Source: an optimization exercise on an open RTL-to-GDS flow (aim: small area). Production flows keep margins and buffers that such runs may drop. The RTL was checked by simulation tests, not by an equivalence proof against the original design. No activity file was given, so power comes from the tool's default toggle rates.

## v7
==> module myDISP, before the edit <==
module myDISP(
		input           clk,
		input           rst_n,
		input           key,
		output   [4:0]  vga_r,
		output   [5:0]  vga_g,
		output   [4:0]  vga_b,
		output          vga_vsync,
		output          vga_hsync,
		output  [16:0]  rom_addr,
		input   [3:0]   rom_data
    );
    reg  [1:0]  hp, vp;
    reg  [8:0]  x;
    reg  [12:0] u;
    reg  [3:0]  d;
    wire hp0 = (hp == 2'd0);
    wire hp1 = (hp == 2'd1);
    wire hp2 = (hp == 2'd2);
    wire hp3 = (hp == 2'd3);
    wire ht  = hp1 | hp2;
    wire vp0 = (vp == 2'd0);
    wire vp3 = (vp == 2'd3);
    wire vt  = vp[0] ^ vp[1];
    wire x216 = x[7] & x[6] & x[4] & x[3];
    wire x399 = x[8] & x[7] & x[3] & x[2] & x[1] & x[0];
    wire x39  = x[5] & x[2] & x[1] & x[0];
    wire hend = (hp0 & x216) | (ht & x399) | (hp3 & x39);
    wire wrap = hp3 & x39;                   
    always @(posedge clk) begin
        if (!rst_n) begin
            hp <= 2'd0;
            x  <= 9'd0;
        end else if (hend) begin
            hp <= hp + 2'd1;
            x  <= 9'd0;
        end else begin
            x  <= x + 9'd1;
        end
    end
    wire u26   = u[4] & u[3] & u[1];
    wire u7499 = u[12] & u[11] & u[10] & u[8] & u[6] & u[3] & u[1] & u[0];
    wire vend  = vp0 ? u26 : u7499;
    wire dn = vt & hp1 & x399;
    wire up = wrap | (vt & ht & ~x399 & (x[3:0] == 4'hf));
    always @(posedge clk) begin
        if (!rst_n) begin
            vp <= 2'd0;
            u  <= 13'd0;
        end else if (vp3 & u[0]) begin
            vp <= 2'd0;
            u  <= 13'd0;
        end else if (wrap & ~vp3 & vend) begin
            vp <= vp + 2'd1;
            u  <= 13'd0;
        end else begin
            u  <= u + {{8{dn}}, 1'b0, dn, 2'b00, up};
        end
    end
    always @(posedge clk) d <= rom_data;
    wire vis = vt & ht & rst_n;
    assign rom_addr = vis ? {u, x[3:0]} : 17'd0;
    assign vga_hsync = rst_n & ~(hp0 & ~x[8] & ~x[7]);
    assign vga_vsync = rst_n & ~(vp0 & ~u[4] & ~u[3] & ~u[2]);
    wire z = ~rst_n | (hp0 & (x[7:0] == 8'd0) & vp0 & (u[4:0] == 5'd0));
    wire kz = key & z;
    wire kv = key & vis;
    wire [3:0] nk2 = ~({4{kz}} | ({4{kv}} & d));
    wire nkz = ~kz;
    wire e     = hp0 & x216;                 
    wire f     = hp1 & x399;                 
    wire lt99  = x < 9'd99;
    wire lt199 = x < 9'd199;
    wire lt299 = x < 9'd299;
    wire nk    = ~key & rst_n;
    wire h1    = nk & hp1;
    wire h2    = nk & hp2;
    wire ek    = nk & e;
    wire fk    = nk & f;
    wire nra = ~(ek | (h1 & lt299) | (h2 & ~lt199));
    wire nrb = ~(ek | (h1 & lt299) | (h2 & ~lt299));
    wire nga = ~((h1 & ~lt99)  | (h2 & (lt99 | ~lt299)));
    wire ngb = ~((h1 & ~lt199) | (h2 & (lt99 | ~lt299)));
    wire nbb = ~(h2 | fk);
    assign vga_r = ~({nk2, nkz}      & {nra, nrb, nra, nra, nra});
    assign vga_g = ~({nk2, nkz, nkz} & {nga, ngb, ngb, ngb, ngb, ngb});
    assign vga_b = ~({nk2, nkz}      & {nbb, nbb, nbb, nbb, nbb});
endmodule
export LEC_CHECK = 0
export CAP_MARGIN = 20
export CORE_MARGIN = 2
export CORE_UTILIZATION = 40
export SLEW_MARGIN = 20
create_clock -name core_clock -period 10.0 [get_ports {clk}]
standard.sh (not shown) runs the stock make flow with config.mk's settings and CLKGATE_MAP_FILE= SYNTH_SCRIPT=/design/flow/synth_recipe.tcl, a recipe that flattens the netlist after the stock synthesis.
==> flow/flow/run.sh <==
#!/bin/bash
# The standard layout (standard.sh, unchanged synthesis), except:
#  - the port buffers that buffer_ports inserts are buf_1 cells;
#  - after floorplan, logic cells go back to their smallest drive strength;
#  - CTS options (no dummy loads).
set -e
export BUFFER_PORTS_ARGS="-buffer_cell sky130_fd_sc_hd__buf_1"
export POST_FLOORPLAN_TCL="$(pwd)/flow/downsize.tcl"
export CTS_ARGS="-sink_clustering_enable -repair_clock_nets -dont_use_dummy_load -buf_list sky130_fd_sc_hd__clkbuf_2 -root_buf sky130_fd_sc_hd__clkbuf_4"
bash standard.sh > standard.log 2>&1
==> flow/flow/downsize.tcl <==
set db [ord::get_db]
set n 0
foreach inst [[ord::get_db_block] getInsts] {
  set name [[$inst getMaster] getName]
  if {[regexp {^(sky130_fd_sc_hd__[a-z0-9]+)_([0-9]+)$} $name -> base drv] && $drv > 1} {
    foreach d {0 1} {
      set m [$db findMaster "${base}_$d"]
      if {$m != "NULL"} { break }
    }
    if {$m != "NULL" && [$m getName] != $name} {
      $inst swapMaster $m
      incr n
    }
  }
}
puts "downsize: $n cells set to their smallest drive strength"
Relative to v7, the following input files were edited for v32:
--- a/flow/design.v
+++ b/flow/design.v
@@ -16,12 +16,12 @@
     reg  [12:0] u;
     reg  [3:0]  d;
-    wire hp0 = (hp == 2'd0);
-    wire hp1 = (hp == 2'd1);
-    wire hp2 = (hp == 2'd2);
-    wire hp3 = (hp == 2'd3);
-    wire ht  = hp1 | hp2;
-    wire vp0 = (vp == 2'd0);
-    wire vp3 = (vp == 2'd3);
-    wire vt  = vp[0] ^ vp[1];
+    wire hp0 = ~hp[1] & ~hp[0];
+    wire hp1 = ~hp[1] &  hp[0];
+    wire hp2 =  hp[1] &  hp[0];
+    wire hp3 =  hp[1] & ~hp[0];
+    wire ht  = hp[0];
+    wire vp0 = ~vp[1] & ~vp[0];
+    wire vp3 =  vp[1] & ~vp[0];
+    wire vt  = vp[0];
     wire x216 = x[7] & x[6] & x[4] & x[3];
     wire x399 = x[8] & x[7] & x[3] & x[2] & x[1] & x[0];
@@ -34,5 +34,5 @@
             x  <= 9'd0;
         end else if (hend) begin
-            hp <= hp + 2'd1;
+            hp <= {hp[0], ~hp[1]};
             x  <= 9'd0;
         end else begin
@@ -45,4 +45,26 @@
     wire dn = vt & hp1 & x399;
     wire up = wrap | (vt & ht & ~x399 & (x[3:0] == 4'hf));
+    reg [12:0] ut;
+    reg        c, b;
+    integer    i;
+    always @* begin
+        c = up;
+        b = dn;
+        for (i = 0; i < 13; i = i + 1) begin
+            if (i < 3) begin
+                ut[i] = c;
+            end else if (i == 3) begin
+                ut[i] = c | dn;
+                b     = dn & ~u[3];
+            end else if (i == 4) begin
+                ut[i] = c | (dn & u[3]);
+                b     = dn & ~(u[3] & u[4]);
+            end else begin
+                ut[i] = c | b;
+                b     = b & ~u[i];
+            end
+            c = c & u[i];
+        end
+    end
     always @(posedge clk) begin
         if (!rst_n) begin
@@ -53,8 +75,8 @@
             u  <= 13'd0;
         end else if (wrap & ~vp3 & vend) begin
-            vp <= vp + 2'd1;
+            vp <= {vp[0], ~vp[1]};
             u  <= 13'd0;
         end else begin
-            u  <= u + {{8{dn}}, 1'b0, dn, 2'b00, up};
+            u  <= u ^ ut;
         end
     end
- v32 ended with more fraction of the mapped netlist area in compound gates than v7.
- Between v32 and v7, it is v32 whose cell area after layout is lower, by 190 um2.
- Going from v7 to v32, the non-clock buffer instance count of the final layout was found to have gone up by 2.4%.
- v32 against v7: final critical path time including I/O delays and setup now larger; total power density per cell area saw an increase; number of buffers inserted for hold repair after clock tree synthesis ~0 delta.
- Re utilization after layout: v7 and v32 aren't equal, and the lower value belongs to v32.
- Going from v7 to v32, synthesized area shrank by a little under 10%.
- v32: longest individual stage delay on the worst path higher than v7
- Total power grows by a few percent when moving from v7 to v32.
- In v32, the setup slack came out 220 ps below the value in v7.
- Synthesized cell count on v32 is down relative to v7.
- Count of cell types in the netlist grows by a few percent when moving from v7 to v32.
- Diff v32..v7 | total of flip-flops plus latches after synthesis | unchanged

-- port drivers added, routing unchanged --
The flow's constraints put no driver on any port. The routed layouts listed below were extracted and timed again, unchanged, in two steps.
Step 1 sets driving cells, clkbuf_16 on the clock port and buf_2 on the other inputs (assumed; they add their load-dependent delay and slew).
Step 2 adds t to the input delays and takes it off the output delays; t is the mean of the earliest and latest rising clock arrival at the registers after step 1. Input paths then give back, and output paths get back, about the clock's delay inside the block.
Three values: ideal, step 1, step 2; two values: the first two.
run	t (ns)	slack for setup (ns)	worst hold slack (ns)	worst setup path at the end
v7	0.350	4.498 / 4.476 / 4.476	0.492 / 0.492 / 0.492	input to output
v32	0.347	4.279 / 4.255 / 4.255	0.511 / 0.511 / 0.511	input to output
After both steps every run listed still meets setup and hold. The setup slack of v32, which loses most, moves by -0.024 ns with the drivers and by -0.024 ns with both steps.
